What follows belongs to an exercise in optimizing a design on an open flow for small area and a short achievable clock period; a production flow would make more cautious choices. The RTL of this run was laid out without a check of its function. Power and IR drop assume default switching activity.

[flow/design.v]
module HA(input a, input b, output s, output co);
  assign s = a ^ b;
  assign co = a & b;
endmodule
module HAN(input a, input b, output s, output co);
  assign s = ~(a ^ b);
  OR2 o (a, b, co);
endmodule
module OR2(input a, input b, output y);
  assign y = a | b;
endmodule
module FA(input a, input b, input c, output s, output co);
  assign s = a ^ b ^ c;
  assign co = (a & b) | (a & c) | (b & c);
endmodule
module FA1(input a, input b, output s, output co);
  assign s = ~(a ^ b);
  OR2 o (a, b, co);
endmodule
module G_NAND2(input a, input b, output y);
  assign y = ~(a & b);
endmodule
module G_NOR2(input a, input b, output y);
  assign y = ~(a | b);
endmodule
module G_XOR2(input a, input b, output y);
  assign y = a ^ b;
endmodule
module G_XNOR2(input a, input b, output y);
  assign y = ~(a ^ b);
endmodule
module G_INV(input a, output y);
  assign y = ~a;
endmodule
module G_AOI21(input a1, input a2, input b1, output y);
  assign y = ~((a1 & a2) | b1);
endmodule
module G_OAI21(input a1, input a2, input b1, output y);
  assign y = ~((a1 | a2) & b1);
endmodule
module complex(clk, a0, a1, b0, b1, im, re);
  input clk;
  input [7:0] a0, a1, b0, b1;
  output reg [15:0] im, re;
  wire [15:0] re_d, im_d;
  wire rs1;
  wire rc2;
  wire rs3;
  wire rc4;
  wire rs5;
  wire rc6;
  wire rs7;
  wire rc8;
  wire rs9;
  wire rc10;
  wire rs11;
  wire rc12;
  wire rs13;
  wire rc14;
  wire rs15;
  wire rc16;
  wire rs17;
  wire rc18;
  wire rs19;
  wire rc20;
  wire rs21;
  wire rc22;
  wire rs23;
  wire rc24;
  wire rs25;
  wire rc26;
  wire rs27;
  wire rc28;
  wire rs29;
  wire rc30;
  wire rs31;
  wire rc32;
  wire rs33;
  wire rc34;
  wire rs35;
  wire rc36;
  wire rs37;
  wire rc38;
  wire rs39;
  wire rc40;
  wire rs41;
  wire rc42;
  wire rs43;
  wire rc44;
  wire rs45;
  wire rc46;
  wire rs47;
  wire rc48;
  wire rs49;
  wire rc50;
  wire rs51;
  wire rc52;
  wire rs53;
  wire rc54;
  wire rs55;
  wire rc56;
  wire rs57;
  wire rc58;
  wire rs59;
  wire rc60;
  wire rs61;
  wire rc62;
  wire rs63;
  wire rc64;
  wire rn65;
  wire rs66;
  wire rc67;
  wire rs68;
  wire rc69;
  wire rs70;
  wire rc71;
  wire rs72;
  wire rc73;
  wire rs74;
  wire rc75;
  wire rs76;
  wire rc77;
  wire rs78;
  wire rc79;
  wire rs80;
  wire rc81;
  wire rs82;
  wire rc83;
  wire rs84;
  wire rc85;
  wire rs86;
  wire rc87;
  wire rs88;
  wire rc89;
  wire rs90;
  wire rc91;
  wire rs92;
  wire rc93;
  wire rs94;
  wire rc95;
  wire rs96;
  wire rc97;
  wire rs98;
  wire rc99;
  wire rs100;
  wire rc101;
  wire rs102;
  wire rc103;
  wire rs104;
  wire rc105;
  wire rs106;
  wire rc107;
  wire rs108;
  wire rc109;
  wire rs110;
  wire rc111;
  wire rs112;
  wire rc113;
  wire rs114;
  wire rc115;
  wire rs116;
  wire rc117;
  wire rs118;
  wire rc119;
  wire rs120;
  wire rc121;
  wire rn122;
  wire rs123;
  wire rc124;
  wire rs125;
  wire rc126;
  wire rs127;
  wire rc128;
  wire rs129;
  wire rc130;
  wire rs131;
  wire rc132;
  wire rs133;
  wire rc134;
  wire rs135;
  wire rc136;
  wire rs137;
  wire rc138;
  wire rs139;
  wire rc140;
  wire rs141;
  wire rc142;
  wire rs143;
  wire rc144;
  wire rs145;
  wire rc146;
  wire rs147;
  wire rc148;
  wire rs149;
  wire rc150;
  wire rs151;
  wire rc152;
  wire rs153;
  wire rc154;
  wire rs155;
  wire rc156;
  wire rs157;
  wire rc158;
  wire rs159;
  wire rc160;
  wire rs161;
  wire rc162;
  wire rs163;
  wire rc164;
  wire rs165;
  wire rc166;
  wire rs167;
  wire rc168;
  wire rs169;
  wire rc170;
  wire rs171;
  wire rc172;
  wire rs173;
  wire rc174;
  wire rs175;
  wire rc176;
  wire rs177;
  wire rc178;
  wire rs179;
  wire rc180;
  wire rs181;
  wire rc182;
  wire rs183;
  wire rc184;
  wire rs185;
  wire rc186;
  wire rs187;
  wire rc188;
  wire rs189;
  wire rc190;
  wire rs191;
  wire rc192;
  wire rs193;
  wire rc194;
  wire rs195;
  wire rc196;
  wire rs197;
  wire rc198;
  wire rs199;
  wire rc200;
  wire rs201;
  wire rc202;
  wire rs203;
  wire rc204;
  wire rs205;
  wire rc206;
  wire rs207;
  wire rc208;
  wire rs209;
  wire rc210;
  wire rs211;
  wire rc212;
  wire rs213;
  wire rc214;
  wire rs215;
  wire rc216;
  wire rs217;
  wire rc218;
  wire rs219;
  wire rc220;
  wire rs221;
  wire rc222;
  wire rs223;
  wire rc224;
  wire rs225;
  wire rc226;
  wire rars227;
  wire rarc228;
  wire rars229;
  wire rarc230;
  wire rars231;
  wire rarc232;
  wire rars233;
  wire rarc234;
  wire rars235;
  wire rarc236;
  wire rars237;
  wire rarc238;
  wire rapw239;
  wire ragw240;
  wire ratw241;
  wire rapw242;
  wire ragw243;
  wire ratw244;
  wire rapw245;
  wire ragw246;
  wire ratw247;
  wire rapw248;
  wire ragw249;
  wire ratw250;
  wire rapw251;
  wire ragw252;
  wire ratw253;
  wire rapw254;
  wire ragw255;
  wire ratw256;
  wire rapw257;
  wire ragw258;
  wire ratw259;
  wire rapw260;
  wire ragw261;
  wire ratw262;
  wire rapw263;
  wire ragw264;
  wire ratw265;
  wire rapw266;
  wire raiw267;
  wire raxw268;
  wire raxw269;
  wire rayw270;
  wire raxw271;
  wire rayw272;
  wire raxw273;
  wire rayw274;
  wire raxw275;
  wire rayw276;
  wire raiw277;
  wire raxw278;
  wire raxw279;
  wire raiw280;
  wire raiw281;
  wire raxw282;
  wire rayw283;
  wire raxw284;
  wire rayw285;
  wire raxw286;
  wire raiw287;
  wire raxw288;
  wire raiw289;
  wire raxw290;
  wire raxw291;
  wire raiw292;
  wire raxw293;
  wire raxw294;
  wire rasw295;
  wire rasw296;
  wire rasw297;
  wire rasw298;
  wire rasw299;
  wire rasw300;
  wire rasw301;
  wire rasw302;
  wire rasw303;
  wire rasw304;
  wire is305;
  wire ic306;
  wire is307;
  wire ic308;
  wire is309;
  wire ic310;
  wire is311;
  wire ic312;
  wire is313;
  wire ic314;
  wire is315;
  wire ic316;
  wire is317;
  wire ic318;
  wire is319;
  wire ic320;
  wire is321;
  wire ic322;
  wire is323;
  wire ic324;
  wire is325;
  wire ic326;
  wire is327;
  wire ic328;
  wire is329;
  wire ic330;
  wire is331;
  wire ic332;
  wire is333;
  wire ic334;
  wire is335;
  wire ic336;
  wire is337;
  wire ic338;
  wire is339;
  wire ic340;
  wire is341;
  wire ic342;
  wire is343;
  wire ic344;
  wire is345;
  wire ic346;
  wire is347;
  wire ic348;
  wire is349;
  wire ic350;
  wire is351;
  wire ic352;
  wire is353;
  wire ic354;
  wire is355;
  wire ic356;
  wire is357;
  wire ic358;
  wire is359;
  wire ic360;
  wire is361;
  wire ic362;
  wire is363;
  wire ic364;
  wire is365;
  wire ic366;
  wire is367;
  wire ic368;
  wire is369;
  wire ic370;
  wire is371;
  wire ic372;
  wire is373;
  wire ic374;
  wire is375;
  wire ic376;
  wire is377;
  wire ic378;
  wire is379;
  wire ic380;
  wire is381;
  wire ic382;
  wire is383;
  wire ic384;
  wire is385;
  wire ic386;
  wire is387;
  wire ic388;
  wire is389;
  wire ic390;
  wire is391;
  wire ic392;
  wire is393;
  wire ic394;
  wire is395;
  wire ic396;
  wire is397;
  wire ic398;
  wire is399;
  wire ic400;
  wire is401;
  wire ic402;
  wire is403;
  wire ic404;
  wire is405;
  wire ic406;
  wire is407;
  wire ic408;
  wire is409;
  wire ic410;
  wire is411;
  wire ic412;
  wire is413;
  wire ic414;
  wire is415;
  wire ic416;
  wire is417;
  wire ic418;
  wire is419;
  wire ic420;
  wire is421;
  wire ic422;
  wire is423;
  wire ic424;
  wire is425;
  wire ic426;
  wire is427;
  wire ic428;
  wire is429;
  wire ic430;
  wire is431;
  wire ic432;
  wire is433;
  wire ic434;
  wire is435;
  wire ic436;
  wire is437;
  wire ic438;
  wire is439;
  wire ic440;
  wire is441;
  wire ic442;
  wire is443;
  wire ic444;
  wire is445;
  wire ic446;
  wire is447;
  wire ic448;
  wire is449;
  wire ic450;
  wire is451;
  wire ic452;
  wire is453;
  wire ic454;
  wire is455;
  wire ic456;
  wire is457;
  wire ic458;
  wire is459;
  wire ic460;
  wire is461;
  wire ic462;
  wire is463;
  wire ic464;
  wire is465;
  wire ic466;
  wire is467;
  wire ic468;
  wire is469;
  wire ic470;
  wire is471;
  wire ic472;
  wire is473;
  wire ic474;
  wire is475;
  wire ic476;
  wire is477;
  wire ic478;
  wire is479;
  wire ic480;
  wire is481;
  wire ic482;
  wire is483;
  wire ic484;
  wire is485;
  wire ic486;
  wire is487;
  wire ic488;
  wire is489;
  wire ic490;
  wire is491;
  wire ic492;
  wire is493;
  wire ic494;
  wire is495;
  wire ic496;
  wire is497;
  wire ic498;
  wire is499;
  wire ic500;
  wire is501;
  wire ic502;
  wire is503;
  wire ic504;
  wire is505;
  wire ic506;
  wire is507;
  wire ic508;
  wire is509;
  wire ic510;
  wire is511;
  wire ic512;
  wire is513;
  wire ic514;
  wire iasw515;
  wire iarw516;
  wire iars517;
  wire iarc518;
  wire iaow519;
  wire iars520;
  wire iarc521;
  wire iaow522;
  wire iars523;
  wire iarc524;
  wire iaow525;
  wire iars526;
  wire iarc527;
  wire iaow528;
  wire iars529;
  wire iarc530;
  wire iaow531;
  wire iapw532;
  wire iagw533;
  wire iatw534;
  wire iapw535;
  wire iagw536;
  wire iatw537;
  wire iapw538;
  wire iagw539;
  wire iatw540;
  wire iapw541;
  wire iagw542;
  wire iatw543;
  wire iapw544;
  wire iagw545;
  wire iatw546;
  wire iapw547;
  wire iagw548;
  wire iatw549;
  wire iapw550;
  wire iagw551;
  wire iatw552;
  wire iapw553;
  wire iagw554;
  wire iatw555;
  wire iapw556;
  wire iagw557;
  wire iatw558;
  wire iapw559;
  wire iaiw560;
  wire iaxw561;
  wire iaxw562;
  wire iayw563;
  wire iaxw564;
  wire iayw565;
  wire iaxw566;
  wire iayw567;
  wire iaxw568;
  wire iayw569;
  wire iaiw570;
  wire iaxw571;
  wire iaxw572;
  wire iaiw573;
  wire iaiw574;
  wire iaxw575;
  wire iayw576;
  wire iaxw577;
  wire iayw578;
  wire iaxw579;
  wire iaiw580;
  wire iaxw581;
  wire iaiw582;
  wire iaxw583;
  wire iaxw584;
  wire iaiw585;
  wire iaxw586;
  wire iaxw587;
  wire iasw588;
  wire iasw589;
  wire iasw590;
  wire iasw591;
  wire iasw592;
  wire iasw593;
  wire iasw594;
  wire iasw595;
  wire iasw596;
  wire iasw597;
  FA1 ru2 (~(a1[0] & b1[6]), ~(a1[1] & b1[5]), rs1, rc2);
  FA1 ru4 (~(a1[0] & b1[7]), ~(a1[1] & b1[6]), rs3, rc4);
  FA ru6 (~(a1[2] & b1[5]), ~(a1[3] & b1[4]), ~(a1[4] & b1[3]), rs5, rc6);
  HA ru8 (~(a1[5] & b1[2]), ~(a1[6] & b1[1]), rs7, rc8);
  FA1 ru10 (~(a1[1] & b1[7]), ~(a1[2] & b1[6]), rs9, rc10);
  FA ru12 (~(a1[3] & b1[5]), ~(a1[4] & b1[4]), ~(a1[5] & b1[3]), rs11, rc12);
  HA ru14 (~(a1[6] & b1[2]), ~(a1[7] & b1[1]), rs13, rc14);
  FA ru16 (~(a1[2] & b1[7]), ~(a1[3] & b1[6]), ~(a1[4] & b1[5]), rs15, rc16);
  FA1 ru18 (~(a1[0] & b1[4]), ~(a1[1] & b1[3]), rs17, rc18);
  FA1 ru20 (~(a1[0] & b1[5]), ~(a1[1] & b1[4]), rs19, rc20);
  FA ru22 (~(a1[2] & b1[3]), ~(a1[3] & b1[2]), ~(a1[4] & b1[1]), rs21, rc22);
  HA ru24 (~(a1[5] & b1[0]), (a0[0] & b0[5]), rs23, rc24);
  FA ru26 (~(a1[2] & b1[4]), ~(a1[3] & b1[3]), ~(a1[4] & b1[2]), rs25, rc26);
  FA ru28 (~(a1[5] & b1[1]), ~(a1[6] & b1[0]), (a0[0] & b0[6]), rs27, rc28);
  FA ru30 ((a0[1] & b0[5]), (a0[2] & b0[4]), (a0[3] & b0[3]), rs29, rc30);
  HA ru32 ((a0[4] & b0[2]), (a0[5] & b0[1]), rs31, rc32);
  FA ru34 (~(a1[7] & b1[0]), (a0[0] & b0[7]), (a0[1] & b0[6]), rs33, rc34);
  FA ru36 ((a0[2] & b0[5]), (a0[3] & b0[4]), (a0[4] & b0[3]), rs35, rc36);
  FA ru38 ((a0[5] & b0[2]), (a0[6] & b0[1]), (a0[7] & b0[0]), rs37, rc38);
  FA ru40 (rc2, rs3, rs7, rs39, rc40);
  FA ru42 ((a0[1] & b0[7]), (a0[2] & b0[6]), (a0[3] & b0[5]), rs41, rc42);
  FA ru44 ((a0[4] & b0[4]), (a0[5] & b0[3]), (a0[6] & b0[2]), rs43, rc44);
  FA ru46 ((a0[7] & b0[1]), rc4, rc8, rs45, rc46);
  FA ru48 (rs9, rs13, rc6, rs47, rc48);
  FA ru50 (~(a1[5] & b1[4]), ~(a1[6] & b1[3]), ~(a1[7] & b1[2]), rs49, rc50);
  FA ru52 ((a0[2] & b0[7]), (a0[3] & b0[6]), (a0[4] & b0[5]), rs51, rc52);
  FA ru54 ((a0[5] & b0[4]), (a0[6] & b0[3]), (a0[7] & b0[2]), rs53, rc54);
  FA ru56 (rc10, rc14, rc12, rs55, rc56);
  FA ru58 (~(a1[3] & b1[7]), ~(a1[4] & b1[6]), ~(a1[5] & b1[5]), rs57, rc58);
  FA ru60 (~(a1[6] & b1[4]), ~(a1[7] & b1[3]), (a0[3] & b0[7]), rs59, rc60);
  FA ru62 ((a0[4] & b0[6]), (a0[5] & b0[5]), (a0[6] & b0[4]), rs61, rc62);
  FA ru64 (~(a1[4] & b1[7]), ~(a1[5] & b1[6]), ~(a1[6] & b1[5]), rs63, rc64);
  assign rn65 = ~(~(a1[0] & b1[2]));
  FA1 ru67 (~(a1[0] & b1[3]), ~(a1[1] & b1[2]), rs66, rc67);
  FA ru69 (~(a1[2] & b1[1]), ~(a1[3] & b1[0]), ~(a1[0] & b1[2]), rs68, rc69);
  FA ru71 (~(a1[2] & b1[2]), ~(a1[3] & b1[1]), ~(a1[4] & b1[0]), rs70, rc71);
  FA ru73 ((a0[0] & b0[4]), (a0[1] & b0[3]), (a0[2] & b0[2]), rs72, rc73);
  HA ru75 ((a0[3] & b0[1]), (a0[4] & b0[0]), rs74, rc75);
  FA ru77 ((a0[1] & b0[4]), (a0[2] & b0[3]), (a0[3] & b0[2]), rs76, rc77);
  FA ru79 ((a0[4] & b0[1]), (a0[5] & b0[0]), rc18, rs78, rc79);
  FA ru81 (rs19, rs23, rc71, rs80, rc81);
  FA ru83 ((a0[6] & b0[0]), rc20, rs1, rs82, rc83);
  FA ru85 (rc22, rc24, rs31, rs84, rc85);
  FA ru87 (rs25, rc77, rs27, rs86, rc87);
  FA ru89 (rc26, rc32, rs5, rs88, rc89);
  FA ru91 (rc28, rc30, rs33, rs90, rc91);
  FA ru93 (rs35, rs37, rc83, rs92, rc93);
  FA ru95 (rs11, rc34, rc36, rs94, rc95);
  FA ru97 (rc38, rs41, rs43, rs96, rc97);
  FA ru99 (rc40, rs45, rs47, rs98, rc99);
  FA ru101 (rs15, rs49, rc42, rs100, rc101);
  FA ru103 (rc44, rs51, rs53, rs102, rc103);
  FA ru105 (rc46, rc48, rs55, rs104, rc105);
  FA ru107 ((a0[7] & b0[3]), rc16, rc50, rs106, rc107);
  FA ru109 (rs57, rc52, rc54, rs108, rc109);
  FA ru111 (rs59, rs61, rc56, rs110, rc111);
  FA ru113 (~(a1[7] & b1[4]), (a0[4] & b0[7]), (a0[5] & b0[6]), rs112, rc113);
  FA ru115 ((a0[6] & b0[5]), (a0[7] & b0[4]), rc58, rs114, rc115);
  FA ru117 (rs63, rc60, rc62, rs116, rc117);
  FA ru119 (~(a1[5] & b1[7]), ~(a1[6] & b1[6]), ~(a1[7] & b1[5]), rs118, rc119);
  FA ru121 ((a0[5] & b0[7]), (a0[6] & b0[6]), (a0[7] & b0[5]), rs120, rc121);
  assign rn122 = ~(~(a1[0] & b1[1]));
  FA ru124 (~(a1[1] & b1[1]), ~(a1[2] & b1[0]), ~(a1[0] & b1[1]), rs123, rc124);
  HA ru126 ((a0[0] & b0[2]), (a0[1] & b0[1]), rs125, rc126);
  FA ru128 ((a0[0] & b0[3]), (a0[1] & b0[2]), (a0[2] & b0[1]), rs127, rc128);
  FA ru130 ((a0[3] & b0[0]), rs66, rc124, rs129, rc130);
  FA ru132 (rc67, rs17, rc69, rs131, rc132);
  FA ru134 (rs74, rs70, rc128, rs133, rc134);
  FA ru136 (rc75, rs21, rc73, rs135, rc136);
  FA ru138 (rs76, rs78, rc132, rs137, rc138);
  FA ru140 (rs29, rc79, rs82, rs139, rc140);
  FA ru142 (rc81, rs84, rc136, rs141, rc142);
  FA ru144 (rs39, rc85, rs88, rs143, rc144);
  FA ru146 (rc87, rs90, rs92, rs145, rc146);
  FA ru148 (rc89, rs94, rc91, rs147, rc148);
  FA ru150 (rs96, rc93, rs98, rs149, rc150);
  FA ru152 (rc95, rs100, rc97, rs151, rc152);
  FA ru154 (rs102, rc99, rs104, rs153, rc154);
  FA ru156 (rs106, rc101, rs108, rs155, rc156);
  FA ru158 (rc103, rc105, rs110, rs157, rc158);
  FA ru160 (rs112, rc107, rs114, rs159, rc160);
  FA ru162 (rc109, rs116, rc111, rs161, rc162);
  FA ru164 (rc64, rs118, rc113, rs163, rc164);
  FA ru166 (rs120, rc115, rc117, rs165, rc166);
  FA ru168 (~(a1[6] & b1[7]), ~(a1[7] & b1[6]), (a0[6] & b0[7]), rs167, rc168);
  FA ru170 ((a0[7] & b0[6]), rc119, rc121, rs169, rc170);
  HA ru172 (~(a1[1] & b1[0]), (a0[0] & b0[1]), rs171, rc172);
  FA ru174 ((a0[2] & b0[0]), rn65, rs125, rs173, rc174);
  FA ru176 (rc126, rs68, rs127, rs175, rc176);
  FA ru178 (rs72, rc130, rs131, rs177, rc178);
  FA ru180 (rs80, rc134, rs135, rs179, rc180);
  FA ru182 (rs86, rs139, rc138, rs181, rc182);
  FA ru184 (rc140, rc142, rs143, rs183, rc184);
  FA ru186 (rc144, rs147, rc146, rs185, rc186);
  FA ru188 (rc148, rs151, rc150, rs187, rc188);
  FA ru190 (rc152, rs155, rs157, rs189, rc190);
  FA ru192 (rs159, rc156, rc158, rs191, rc192);
  FA ru194 (rs163, rc160, rs165, rs193, rc194);
  FA ru196 (rs167, rc164, rs169, rs195, rc196);
  FA ru198 (~(a1[7] & b1[7]), (a0[7] & b0[7]), rc168, rs197, rc198);
  HA ru200 ((a0[1] & b0[0]), rn122, rs199, rc200);
  FA ru202 (rc172, rc200, rs123, rs201, rc202);
  FA ru204 (rc174, rs129, rc202, rs203, rc204);
  FA ru206 (rs133, rc176, rc204, rs205, rc206);
  FA ru208 (rs137, rc178, rs179, rs207, rc208);
  FA ru210 (rs141, rc180, rs181, rs209, rc210);
  FA ru212 (rs145, rc182, rs183, rs211, rc212);
  FA ru214 (rs149, rc184, rs185, rs213, rc214);
  FA ru216 (rs153, rc186, rs187, rs215, rc216);
  FA ru218 (rc154, rc188, rs189, rs217, rc218);
  FA ru220 (rs161, rc190, rs191, rs219, rc220);
  FA ru222 (rc162, rs193, rc192, rs221, rc222);
  FA ru224 (rc166, rs195, rc194, rs223, rc224);
  FA ru226 (rc170, rs197, rc196, rs225, rc226);
  FA1 raru228 ((a0[0] & b0[0]), ~(a1[0] & b1[0]), rars227, rarc228);
  FA raru230 (rs171, rs199, rarc228, rars229, rarc230);
  FA raru232 (rs173, rs201, rarc230, rars231, rarc232);
  FA raru234 (rs175, rs203, rarc232, rars233, rarc234);
  FA raru236 (rs177, rs205, rarc234, rars235, rarc236);
  FA raru238 (rc206, rs207, rarc236, rars237, rarc238);
  G_XOR2 rapu239 (rc208, rs209, rapw239);
  G_NAND2 ragu240 (rc208, rs209, ragw240);
  G_NOR2 ratu241 (rc208, rs209, ratw241);
  G_XOR2 rapu242 (rc210, rs211, rapw242);
  G_NAND2 ragu243 (rc210, rs211, ragw243);
  G_NOR2 ratu244 (rc210, rs211, ratw244);
  G_XOR2 rapu245 (rc212, rs213, rapw245);
  G_NAND2 ragu246 (rc212, rs213, ragw246);
  G_NOR2 ratu247 (rc212, rs213, ratw247);
  G_XOR2 rapu248 (rc214, rs215, rapw248);
  G_NAND2 ragu249 (rc214, rs215, ragw249);
  G_NOR2 ratu250 (rc214, rs215, ratw250);
  G_XOR2 rapu251 (rc216, rs217, rapw251);
  G_NAND2 ragu252 (rc216, rs217, ragw252);
  G_NOR2 ratu253 (rc216, rs217, ratw253);
  G_XOR2 rapu254 (rc218, rs219, rapw254);
  G_NAND2 ragu255 (rc218, rs219, ragw255);
  G_NOR2 ratu256 (rc218, rs219, ratw256);
  G_XOR2 rapu257 (rc220, rs221, rapw257);
  G_NAND2 ragu258 (rc220, rs221, ragw258);
  G_NOR2 ratu259 (rc220, rs221, ratw259);
  G_XOR2 rapu260 (rc222, rs223, rapw260);
  G_NAND2 ragu261 (rc222, rs223, ragw261);
  G_NOR2 ratu262 (rc222, rs223, ratw262);
  G_XOR2 rapu263 (rc224, rs225, rapw263);
  G_NAND2 ragu264 (rc224, rs225, ragw264);
  G_NOR2 ratu265 (rc224, rs225, ratw265);
  G_XOR2 rapu266 (rc198, rc226, rapw266);
  G_INV raiu267 (rarc238, raiw267);
  G_OAI21 raxu268 (ratw241, raiw267, ragw240, raxw268);
  G_OAI21 raxu269 (ratw247, ragw243, ragw246, raxw269);
  G_NOR2 rayu270 (ratw247, ratw244, rayw270);
  G_OAI21 raxu271 (ratw253, ragw249, ragw252, raxw271);
  G_NOR2 rayu272 (ratw253, ratw250, rayw272);
  G_OAI21 raxu273 (ratw259, ragw255, ragw258, raxw273);
  G_NOR2 rayu274 (ratw259, ratw256, rayw274);
  G_OAI21 raxu275 (ratw265, ragw261, ragw264, raxw275);
  G_NOR2 rayu276 (ratw265, ratw262, rayw276);
  G_INV raiu277 (raxw268, raiw277);
  G_OAI21 raxu278 (ratw244, raiw277, ragw243, raxw278);
  G_AOI21 raxu279 (rayw270, raxw268, raxw269, raxw279);
  G_INV raiu280 (raxw271, raiw280);
  G_INV raiu281 (rayw272, raiw281);
  G_OAI21 raxu282 (ratw256, raiw280, ragw255, raxw282);
  G_NOR2 rayu283 (ratw256, raiw281, rayw283);
  G_AOI21 raxu284 (rayw274, raxw271, raxw273, raxw284);
  G_NAND2 rayu285 (rayw274, rayw272, rayw285);
  G_OAI21 raxu286 (ratw250, raxw279, ragw249, raxw286);
  G_INV raiu287 (raxw279, raiw287);
  G_AOI21 raxu288 (rayw272, raiw287, raxw271, raxw288);
  G_INV raiu289 (raxw279, raiw289);
  G_AOI21 raxu290 (rayw283, raiw289, raxw282, raxw290);
  G_OAI21 raxu291 (rayw285, raxw279, raxw284, raxw291);
  G_INV raiu292 (raxw291, raiw292);
  G_OAI21 raxu293 (ratw262, raiw292, ragw261, raxw293);
  G_AOI21 raxu294 (rayw276, raxw291, raxw275, raxw294);
  G_XOR2 rasu295 (rapw239, rarc238, rasw295);
  G_XOR2 rasu296 (rapw242, raxw268, rasw296);
  G_XOR2 rasu297 (rapw245, raxw278, rasw297);
  G_XNOR2 rasu298 (rapw248, raxw279, rasw298);
  G_XOR2 rasu299 (rapw251, raxw286, rasw299);
  G_XNOR2 rasu300 (rapw254, raxw288, rasw300);
  G_XNOR2 rasu301 (rapw257, raxw290, rasw301);
  G_XOR2 rasu302 (rapw260, raxw291, rasw302);
  G_XOR2 rasu303 (rapw263, raxw293, rasw303);
  G_XNOR2 rasu304 (rapw266, raxw294, rasw304);
  HAN iu306 (~(a0[0] & b1[6]), ~(a0[1] & b1[5]), is305, ic306);
  FA iu308 (~(a0[0] & b1[7]), ~(a0[1] & b1[6]), ~(a0[2] & b1[5]), is307, ic308);
  FA iu310 (~(a0[3] & b1[4]), ~(a0[4] & b1[3]), ~(a0[5] & b1[2]), is309, ic310);
  FA iu312 (~(a0[1] & b1[7]), ~(a0[2] & b1[6]), ~(a0[3] & b1[5]), is311, ic312);
  HAN iu314 (~(a0[4] & b1[4]), ~(a0[5] & b1[3]), is313, ic314);
  HAN iu316 (~(a0[2] & b1[7]), ~(a0[3] & b1[6]), is315, ic316);
  HAN iu318 (~(a0[0] & b1[4]), ~(a0[1] & b1[3]), is317, ic318);
  FA iu320 (~(a0[0] & b1[5]), ~(a0[1] & b1[4]), ~(a0[2] & b1[3]), is319, ic320);
  FA iu322 (~(a0[3] & b1[2]), ~(a0[4] & b1[1]), ~(a0[5] & b1[0]), is321, ic322);
  FA iu324 (~(a0[2] & b1[4]), ~(a0[3] & b1[3]), ~(a0[4] & b1[2]), is323, ic324);
  FA iu326 (~(a0[5] & b1[1]), ~(a0[6] & b1[0]), ~(a1[0] & b0[6]), is325, ic326);
  FA iu328 (~(a1[1] & b0[5]), ~(a1[2] & b0[4]), ~(a1[3] & b0[3]), is327, ic328);
  FA iu330 (~(a0[6] & b1[1]), ~(a0[7] & b1[0]), ~(a1[0] & b0[7]), is329, ic330);
  FA iu332 (~(a1[1] & b0[6]), ~(a1[2] & b0[5]), ~(a1[3] & b0[4]), is331, ic332);
  FA iu334 (~(a1[4] & b0[3]), ~(a1[5] & b0[2]), ~(a1[6] & b0[1]), is333, ic334);
  HAN iu336 (~(a1[7] & b0[0]), ic306, is335, ic336);
  FA iu338 (~(a0[6] & b1[2]), ~(a0[7] & b1[1]), ~(a1[1] & b0[7]), is337, ic338);
  FA iu340 (~(a1[2] & b0[6]), ~(a1[3] & b0[5]), ~(a1[4] & b0[4]), is339, ic340);
  FA iu342 (~(a1[5] & b0[3]), ~(a1[6] & b0[2]), ~(a1[7] & b0[1]), is341, ic342);
  FA iu344 (is313, ic308, ic310, is343, ic344);
  FA iu346 (~(a0[4] & b1[5]), ~(a0[5] & b1[4]), ~(a0[6] & b1[3]), is345, ic346);
  FA iu348 (~(a0[7] & b1[2]), ~(a1[2] & b0[7]), ~(a1[3] & b0[6]), is347, ic348);
  FA iu350 (~(a1[4] & b0[5]), ~(a1[5] & b0[4]), ~(a1[6] & b0[3]), is349, ic350);
  FA iu352 (~(a1[7] & b0[2]), ic314, is315, is351, ic352);
  FA iu354 (~(a0[3] & b1[7]), ~(a0[4] & b1[6]), ~(a0[5] & b1[5]), is353, ic354);
  FA iu356 (~(a0[6] & b1[4]), ~(a0[7] & b1[3]), ~(a1[3] & b0[7]), is355, ic356);
  FA iu358 (~(a1[4] & b0[6]), ~(a1[5] & b0[5]), ~(a1[6] & b0[4]), is357, ic358);
  FA iu360 (~(a0[4] & b1[7]), ~(a0[5] & b1[6]), ~(a0[6] & b1[5]), is359, ic360);
  FA iu362 (~(a0[0] & b1[3]), ~(a0[1] & b1[2]), ~(a0[2] & b1[1]), is361, ic362);
  FA iu364 (~(a0[2] & b1[2]), ~(a0[3] & b1[1]), ~(a0[4] & b1[0]), is363, ic364);
  FA iu366 (~(a1[0] & b0[4]), ~(a1[1] & b0[3]), ~(a1[2] & b0[2]), is365, ic366);
  FA iu368 (~(a1[0] & b0[5]), ~(a1[1] & b0[4]), ~(a1[2] & b0[3]), is367, ic368);
  FA iu370 (~(a1[3] & b0[2]), ~(a1[4] & b0[1]), ~(a1[5] & b0[0]), is369, ic370);
  HAN iu372 (ic318, ic364, is371, ic372);
  FA iu374 (~(a1[4] & b0[2]), ~(a1[5] & b0[1]), ~(a1[6] & b0[0]), is373, ic374);
  FA iu376 (is305, ic320, ic322, is375, ic376);
  FA iu378 (ic368, ic370, is323, is377, ic378);
  FA iu380 (ic324, ic326, ic328, is379, ic380);
  FA iu382 (ic374, is307, is309, is381, ic382);
  FA iu384 (is329, is331, is333, is383, ic384);
  FA iu386 (ic330, ic332, ic334, is385, ic386);
  FA iu388 (is311, is337, is339, is387, ic388);
  FA iu390 (is341, ic336, ic380, is389, ic390);
  FA iu392 (ic312, ic338, ic340, is391, ic392);
  FA iu394 (ic342, is345, is347, is393, ic394);
  FA iu396 (is349, is351, ic344, is395, ic396);
  FA iu398 (~(a1[7] & b0[3]), ic316, ic346, is397, ic398);
  FA iu400 (ic348, ic350, is353, is399, ic400);
  FA iu402 (is355, is357, ic352, is401, ic402);
  FA iu404 (~(a0[7] & b1[4]), ~(a1[4] & b0[7]), ~(a1[5] & b0[6]), is403, ic404);
  FA iu406 (~(a1[6] & b0[5]), ~(a1[7] & b0[4]), ic354, is405, ic406);
  FA iu408 (ic356, ic358, is359, is407, ic408);
  FA iu410 (~(a0[5] & b1[7]), ~(a0[6] & b1[6]), ~(a0[7] & b1[5]), is409, ic410);
  FA iu412 (~(a1[5] & b0[7]), ~(a1[6] & b0[6]), ~(a1[7] & b0[5]), is411, ic412);
  FA iu414 (~(a0[0] & b1[2]), ~(a0[1] & b1[1]), ~(a0[2] & b1[0]), is413, ic414);
  FA iu416 (~(a0[3] & b1[0]), ~(a1[0] & b0[3]), ~(a1[1] & b0[2]), is415, ic416);
  HAN iu418 (~(a1[2] & b0[1]), ~(a1[3] & b0[0]), is417, ic418);
  FA iu420 (~(a1[3] & b0[1]), ~(a1[4] & b0[0]), is317, is419, ic420);
  FA iu422 (ic418, ic362, ic416, is421, ic422);
  FA iu424 (ic366, is319, is321, is423, ic424);
  FA iu426 (is367, is369, is371, is425, ic426);
  FA iu428 (is325, is327, is373, is427, ic428);
  FA iu430 (ic372, is375, ic424, is429, ic430);
  FA iu432 (is335, ic376, ic378, is431, ic432);
  FA iu434 (is379, ic428, is381, is433, ic434);
  FA iu436 (is343, ic382, ic384, is435, ic436);
  FA iu438 (is385, is387, is389, is437, ic438);
  FA iu440 (ic386, ic388, is391, is439, ic440);
  FA iu442 (is393, ic390, is395, is441, ic442);
  FA iu444 (ic392, ic394, is397, is443, ic444);
  FA iu446 (is399, is401, ic396, is445, ic446);
  FA iu448 (is403, ic398, ic400, is447, ic448);
  FA iu450 (is405, is407, ic402, is449, ic450);
  FA iu452 (ic360, ic404, is409, is451, ic452);
  FA iu454 (is411, ic406, ic408, is453, ic454);
  FA iu456 (~(a0[6] & b1[7]), ~(a0[7] & b1[6]), ~(a1[6] & b0[7]), is455, ic456);
  FA iu458 (~(a1[7] & b0[6]), ic410, ic412, is457, ic458);
  HAN iu460 (~(a0[0] & b1[1]), ~(a0[1] & b1[0]), is459, ic460);
  FA iu462 (~(a1[0] & b0[2]), ~(a1[1] & b0[1]), ~(a1[2] & b0[0]), is461, ic462);
  FA iu464 (is417, ic414, ic462, is463, ic464);
  FA iu466 (is363, is365, is419, is465, ic466);
  FA iu468 (ic420, ic422, is423, is467, ic468);
  FA iu470 (is377, is427, ic426, is469, ic470);
  FA iu472 (is383, ic430, is431, is471, ic472);
  FA iu474 (ic432, ic434, is435, is473, ic474);
  FA iu476 (ic436, is439, ic438, is475, ic476);
  FA iu478 (ic440, is443, ic442, is477, ic478);
  FA iu480 (ic444, is447, is449, is479, ic480);
  FA iu482 (is451, ic448, is453, is481, ic482);
  FA iu484 (is455, ic452, is457, is483, ic484);
  FA iu486 (~(a0[7] & b1[7]), ~(a1[7] & b0[7]), ic456, is485, ic486);
  HAN iu488 (~(a1[0] & b0[1]), ~(a1[1] & b0[0]), is487, ic488);
  FA iu490 (ic460, ic488, is413, is489, ic490);
  FA iu492 (is361, is415, is463, is491, ic492);
  FA iu494 (ic464, is421, is465, is493, ic494);
  FA iu496 (is425, ic466, is467, is495, ic496);
  FA iu498 (is429, ic468, is469, is497, ic498);
  FA iu500 (is433, ic470, is471, is499, ic500);
  FA iu502 (is437, ic472, is473, is501, ic502);
  FA iu504 (is441, ic474, is475, is503, ic504);
  FA iu506 (is445, ic476, is477, is505, ic506);
  FA iu508 (ic446, is479, ic478, is507, ic508);
  FA iu510 (ic450, is481, ic480, is509, ic510);
  FA iu512 (ic454, is483, ic482, is511, ic512);
  FA iu514 (ic458, is485, ic484, is513, ic514);
  G_XOR2 iasu515 (~(a0[0] & b1[0]), ~(a1[0] & b0[0]), iasw515);
  OR2 iaru516 (~(a0[0] & b1[0]), ~(a1[0] & b0[0]), iarw516);
  FA iaru518 (is459, is487, iarw516, iars517, iarc518);
  G_INV iaou519 (iars517, iaow519);
  FA iaru521 (is461, is489, iarc518, iars520, iarc521);
  G_INV iaou522 (iars520, iaow522);
  FA iaru524 (ic490, is491, iarc521, iars523, iarc524);
  G_INV iaou525 (iars523, iaow525);
  FA iaru527 (ic492, is493, iarc524, iars526, iarc527);
  G_INV iaou528 (iars526, iaow528);
  FA iaru530 (ic494, is495, iarc527, iars529, iarc530);
  G_INV iaou531 (iars529, iaow531);
  G_XOR2 iapu532 (ic496, is497, iapw532);
  G_NAND2 iagu533 (ic496, is497, iagw533);
  G_NOR2 iatu534 (ic496, is497, iatw534);
  G_XOR2 iapu535 (ic498, is499, iapw535);
  G_NAND2 iagu536 (ic498, is499, iagw536);
  G_NOR2 iatu537 (ic498, is499, iatw537);
  G_XOR2 iapu538 (ic500, is501, iapw538);
  G_NAND2 iagu539 (ic500, is501, iagw539);
  G_NOR2 iatu540 (ic500, is501, iatw540);
  G_XOR2 iapu541 (ic502, is503, iapw541);
  G_NAND2 iagu542 (ic502, is503, iagw542);
  G_NOR2 iatu543 (ic502, is503, iatw543);
  G_XOR2 iapu544 (ic504, is505, iapw544);
  G_NAND2 iagu545 (ic504, is505, iagw545);
  G_NOR2 iatu546 (ic504, is505, iatw546);
  G_XOR2 iapu547 (ic506, is507, iapw547);
  G_NAND2 iagu548 (ic506, is507, iagw548);
  G_NOR2 iatu549 (ic506, is507, iatw549);
  G_XOR2 iapu550 (ic508, is509, iapw550);
  G_NAND2 iagu551 (ic508, is509, iagw551);
  G_NOR2 iatu552 (ic508, is509, iatw552);
  G_XOR2 iapu553 (ic510, is511, iapw553);
  G_NAND2 iagu554 (ic510, is511, iagw554);
  G_NOR2 iatu555 (ic510, is511, iatw555);
  G_XOR2 iapu556 (ic512, is513, iapw556);
  G_NAND2 iagu557 (ic512, is513, iagw557);
  G_NOR2 iatu558 (ic512, is513, iatw558);
  G_XOR2 iapu559 (ic486, ic514, iapw559);
  G_INV iaiu560 (iarc530, iaiw560);
  G_AOI21 iaxu561 (iagw533, iaiw560, iatw534, iaxw561);
  G_AOI21 iaxu562 (iagw539, iatw537, iatw540, iaxw562);
  G_NAND2 iayu563 (iagw539, iagw536, iayw563);
  G_AOI21 iaxu564 (iagw545, iatw543, iatw546, iaxw564);
  G_NAND2 iayu565 (iagw545, iagw542, iayw565);
  G_AOI21 iaxu566 (iagw551, iatw549, iatw552, iaxw566);
  G_NAND2 iayu567 (iagw551, iagw548, iayw567);
  G_AOI21 iaxu568 (iagw557, iatw555, iatw558, iaxw568);
  G_NAND2 iayu569 (iagw557, iagw554, iayw569);
  G_INV iaiu570 (iaxw561, iaiw570);
  G_AOI21 iaxu571 (iagw536, iaiw570, iatw537, iaxw571);
  G_OAI21 iaxu572 (iayw563, iaxw561, iaxw562, iaxw572);
  G_INV iaiu573 (iaxw564, iaiw573);
  G_INV iaiu574 (iayw565, iaiw574);
  G_AOI21 iaxu575 (iagw548, iaiw573, iatw549, iaxw575);
  G_NAND2 iayu576 (iagw548, iaiw574, iayw576);
  G_OAI21 iaxu577 (iayw567, iaxw564, iaxw566, iaxw577);
  G_NOR2 iayu578 (iayw567, iayw565, iayw578);
  G_AOI21 iaxu579 (iagw542, iaxw572, iatw543, iaxw579);
  G_INV iaiu580 (iaxw572, iaiw580);
  G_OAI21 iaxu581 (iayw565, iaiw580, iaxw564, iaxw581);
  G_INV iaiu582 (iaxw572, iaiw582);
  G_OAI21 iaxu583 (iayw576, iaiw582, iaxw575, iaxw583);
  G_AOI21 iaxu584 (iayw578, iaxw572, iaxw577, iaxw584);
  G_INV iaiu585 (iaxw584, iaiw585);
  G_AOI21 iaxu586 (iagw554, iaiw585, iatw555, iaxw586);
  G_OAI21 iaxu587 (iayw569, iaxw584, iaxw568, iaxw587);
  G_XNOR2 iasu588 (iapw532, iarc530, iasw588);
  G_XNOR2 iasu589 (iapw535, iaxw561, iasw589);
  G_XNOR2 iasu590 (iapw538, iaxw571, iasw590);
  G_XOR2 iasu591 (iapw541, iaxw572, iasw591);
  G_XNOR2 iasu592 (iapw544, iaxw579, iasw592);
  G_XOR2 iasu593 (iapw547, iaxw581, iasw593);
  G_XOR2 iasu594 (iapw550, iaxw583, iasw594);
  G_XNOR2 iasu595 (iapw553, iaxw584, iasw595);
  G_XNOR2 iasu596 (iapw556, iaxw586, iasw596);
  G_XOR2 iasu597 (iapw559, iaxw587, iasw597);
  assign re_d[0] = rars227;
  assign re_d[1] = rars229;
  assign re_d[2] = rars231;
  assign re_d[3] = rars233;
  assign re_d[4] = rars235;
  assign re_d[5] = rars237;
  assign re_d[6] = rasw295;
  assign re_d[7] = rasw296;
  assign re_d[8] = rasw297;
  assign re_d[9] = rasw298;
  assign re_d[10] = rasw299;
  assign re_d[11] = rasw300;
  assign re_d[12] = rasw301;
  assign re_d[13] = rasw302;
  assign re_d[14] = rasw303;
  assign re_d[15] = rasw304;
  assign im_d[0] = iasw515;
  assign im_d[1] = iaow519;
  assign im_d[2] = iaow522;
  assign im_d[3] = iaow525;
  assign im_d[4] = iaow528;
  assign im_d[5] = iaow531;
  assign im_d[6] = iasw588;
  assign im_d[7] = iasw589;
  assign im_d[8] = iasw590;
  assign im_d[9] = iasw591;
  assign im_d[10] = iasw592;
  assign im_d[11] = iasw593;
  assign im_d[12] = iasw594;
  assign im_d[13] = iasw595;
  assign im_d[14] = iasw596;
  assign im_d[15] = iasw597;
  always @(posedge clk) begin
    re <= re_d;
    im <= im_d;
  end
endmodule
[flow/flow/run.sh]
#!/bin/bash
set -o pipefail
export BUFFER_PORTS_ARGS="-buffer_cell sky130_fd_sc_hd__buf_1"
cp standard.sh standard_sh.txt 2>/dev/null
bash standard.sh > standard.log 2>&1
[flow/standard.sh]
#!/bin/bash
# synth_recipe.tcl (not shown) runs the flow's synth.tcl, then flattens the netlist and writes it again
# the make line also repeats each setting of config.mk as NAME=value (left out here)
make -C /OpenROAD-flow-scripts/flow DESIGN_CONFIG=/design/flow/config.mk WORK_HOME=/design/flow/orfs CLKGATE_MAP_FILE= SYNTH_SCRIPT=/design/flow/synth_recipe.tcl "${@:-finish}"
[flow/config.mk]
export PLATFORM = sky130hd
export DESIGN_NAME = complex
export DESIGN_NICKNAME = complex
export VERILOG_FILES = /design/flow/design.v
export SDC_FILE = /design/flow/constraint.sdc
export NUM_CORES = 4
export LEC_CHECK = 0
export CAP_MARGIN = 20
export CORE_MARGIN = 2
export CORE_UTILIZATION = 40
export CTS_BUF_LIST = sky130_fd_sc_hd__clkbuf_8
export CTS_CLUSTER_DIAMETER = 200
export CTS_CLUSTER_SIZE = 32
export PLACE_DENSITY = 0.6
export SETUP_SLACK_MARGIN = 4.4
export SLEW_MARGIN = 20
export SYNTH_HIERARCHICAL = 1
[flow/constraint.sdc]
create_clock -name core_clock -period 10.0 [get_ports {clk}]
set_input_delay 2.0000 -clock core_clock [delete_from_list [all_inputs] [get_ports {clk}]]
set_output_delay 2.0000 -clock core_clock [all_outputs]
set_load 0.01 [all_outputs]
==> results.cfg <==
[timing]
hold_viol = 0
rsz0062_at_grt = yes
relSlewSlack_pct = 77.6
worst_slew_pin_slew_ns = 0.336
fin_tns_setup_ns = 0
whs_ns = 2.03
fmax_ghz = 0.177
setup_violations = 0
slew_viol_final = 0
min_period_ns = 5.64
post-route-period-util_pct = 56.4

[layout]
fin_area_mm2 = 0.00834
synthToLayoutAreaGrowth_pct = 11.8
fin_util_pct = 45.9
final.fill_count = 1758
nNetsFinal = 1024
final_common_cell = nand2_1
most-common-layout-cells = nand2_1 (204), fa_1 (165), and2_1 (66), fa_2 (39), buf_1 (36)
drive_above_1_share_pct = 19.5
final-instance-count-excl-fill = 1009
n_antenna_cell = 0

[global_route]
grt_pass1_wl_um = 28000
grt_pass1_vias = 5592
grt_max_degree = 18
antenna_found_initial = 0
grt_usage_pct = 18.0
grt_overflow_total = 0

[synthesis]
yosysWarningCount = 7
synth_cells = 721
ys_types = 16
synth-seq-cells = 32
syn_nets = 966
synth_area_mm2 = 0.00746
synth.avg_cell_area_um2 = 10.3
synth_seq_area_share_pct = 8.59

[worst_hold_path]
holdCritPathClass = primary input to flop

[critical_path]
required_ns = 10.20
worstPathCellList = buf_1, buf_6, buf_4, nand2_1, fa_2, fa_1, fa_1, fa_2, fa_2, nor2_4, a21oi_2, buf_4, inv_1, a21oi_2, o21ai_1, xor2_1
cp_common_cell = fa_2
crit_slowest_cell = fa_2
worstSetupStartpointType = primary input
path_max_fanout = 6
slowest_delay_ns = 0.65
cpLargestDelayFamily = adder cells
critPathKind = primary input to flop
end_kind = flop
worst-path-buf-inv = 5
cp.arrival_ns = 5.84

[pwr]
irDropWorstVdd_v = 0.000235
leakage_nw = 3.14
p_per_area_mw_per_mm2 = 360

[clock_tree]
cts_root_buffer = clkbuf_8
cts.sinks = 32
h-tree-depth = 2
tritoncts = built
clk_pin_slew_ns = 0.07
clock_path_buffers = 2
cts_buffers = 5

[place]
placed_area_mm2 = 0.00768
place.detailed.hpwl_um = 11800
dp.cells = 972
gp_congestion = 0.769
io_buffers = 64

[floorplan]
row_count = 49
die-height_um = 141
boundaryPins = 65
initial_utilization_pct = 41.1
core-area_mm2 = 0.0181
die_w_um = 141
die-area_mm2 = 0.0198

[run_status]
outcome = timing/DRC/antenna clean

[drt]
detail-route-antenna-nets = 0
first_pass_iters = 5
viasPerCell = 5.02
wl_per_cell_um = 16.4
num_vias = 5070
drt_drc_violations_left = 0
drt_iter0_drc = 253
wl_um = 16600

[flow_run]
drv_cap = 0
[state kept, by name, summed over array words and instances (netlist names)]
signal / flops
im: 16
re: 16
[repair_timing]
item | 4_1_cts | 5_1_grt
setup buffers | 21 | 6
endpoints found under the hold margin | 0 | 0
pin swaps | 14 | 20
gates resized for setup | 92 | 54
cloned | 0 | 2
endpoints found under the setup margin | 17 | 11
hold buffers | 0 | 0
[cells in the mapped netlist (all sizes together)]
| cell type | number | area (µm²) |
|---|---|---|
| nand2 | 216 | 811 |
| fa | 204 | 4080 |
| and2 | 66 | 413 |
| buf | 35 | 374 |
| dfxtp | 32 | 641 |
| xor2 | 31 | 272 |
| xnor2 | 26 | 228 |
| nor2 | 24 | 90.1 |
| inv | 19 | 71.3 |
| or2 | 17 | 106 |
| a21oi | 15 | 131 |
| o21ai | 15 | 75.1 |
| clkbuf | 13 | 65.1 |
| ha | 8 | 100 |
[cell type report]
type / instances / area, µm² / area share [%]
Clock buffer: 6 / 82.6 / 0.990
Clock inverter: 2 / 10.0 / 0.120
Inverter: 19 / 71.3 / 0.855
Multi-Input combinational cell: 622 / 6540 / 78.4
Sequential cell: 32 / 641 / 7.68
Tap cell: 229 / 287 / 3.44
Timing Repair Buffer: 99 / 707 / 8.48
[Yosys stat by module (local to each module, per instance), excerpt]
module,flops+latches,copies in the design,cells inside,area (µm²)
HAN,0,9,1,8.76
HA,0,8,1,12.5
G_AOI21,0,15,1,8.76
G_XOR2,0,31,1,8.76
G_INV,0,19,1,3.75
OR2,0,17,1,6.26
G_NOR2,0,24,1,3.75
G_XNOR2,0,10,1,8.76
G_OAI21,0,15,1,5.00
complex,32,1,338,2210
[through the flow]
stage                     setup WS, ns  total power, W
after floorplan                   4.15         0.00213
after global placement            3.45         0.00245
after detailed placement          3.39         0.00249
after CTS                         4.35         0.00275
after global routing              4.24         0.00337
final                             4.36         0.00300
[per-layer routing]
| metal | up-vias | part of all wire (%) | track usage, % | routed length (µm) |
|---|---|---|---|---|
| met5 | - | 0 | 0 | 0 |
| met4 | 0 | 1.6 | 4.05 | 259 |
| met3 | 19 | 7.6 | 3.26 | 1260 |
| met2 | 172 | 50 | 30.1 | 8200 |
| met1 | 2614 | 41 | 24.8 | 6840 |
| li1 | 2265 | - | - | - |
[power breakdown]
group	total [W]	switching (W)	internal [W]
sequential	0.000254	0.0000138	0.000240
clock	0.000114	0.0000588	0.0000550
combinational	0.00263	0.00137	0.00126
[logic make-up (layout without fill, tap and decap cells)]
family	Yosys count	after routing	share of synthesized area [%]
AND/OR/NAND/NOR	323	323	19.0
buffers and inverters	67	126	6.84
flip-flops	32	32	8.59
XOR/XNOR	57	57	6.69
AO/OA/AOI/OAI	30	30	2.77
adder cells (fa/ha/maj)	212	212	56.1
[final timing paths]
path,cells after the start,end,start
setup / recovery,16,im[12],a1[3]
hold / removal,3,im[0],b1[0]

[what the ideal ports hide]
No port has a modelled driver above. Below, the same layout with a new extraction and two added sets of constraints.
Step 1 assumes that a clkbuf_16 drives the clock port and a buf_2 every other input.
Step 2 times the ports against the registers' clock, not the clock port: input delays grow and output delays shrink by t, the midpoint of the rising clock arrivals with the driver on.
a / b / c = ideal ports / drivers / drivers and shift; a / b = the first two.
shift t [ns]: 0.346
setup slack, ns: 4.356 / 4.363 / 4.017
worst hold slack (ns): 2.033 / 2.029 / 2.375
worst register clock-pin slew, ns: 0.08 / 0.08
worst slew at a driven data input, ns: 0.05
After both steps this run still meets setup and hold. The setup slack of this run moves by +0.007 ns with the drivers and by -0.339 ns with both steps.
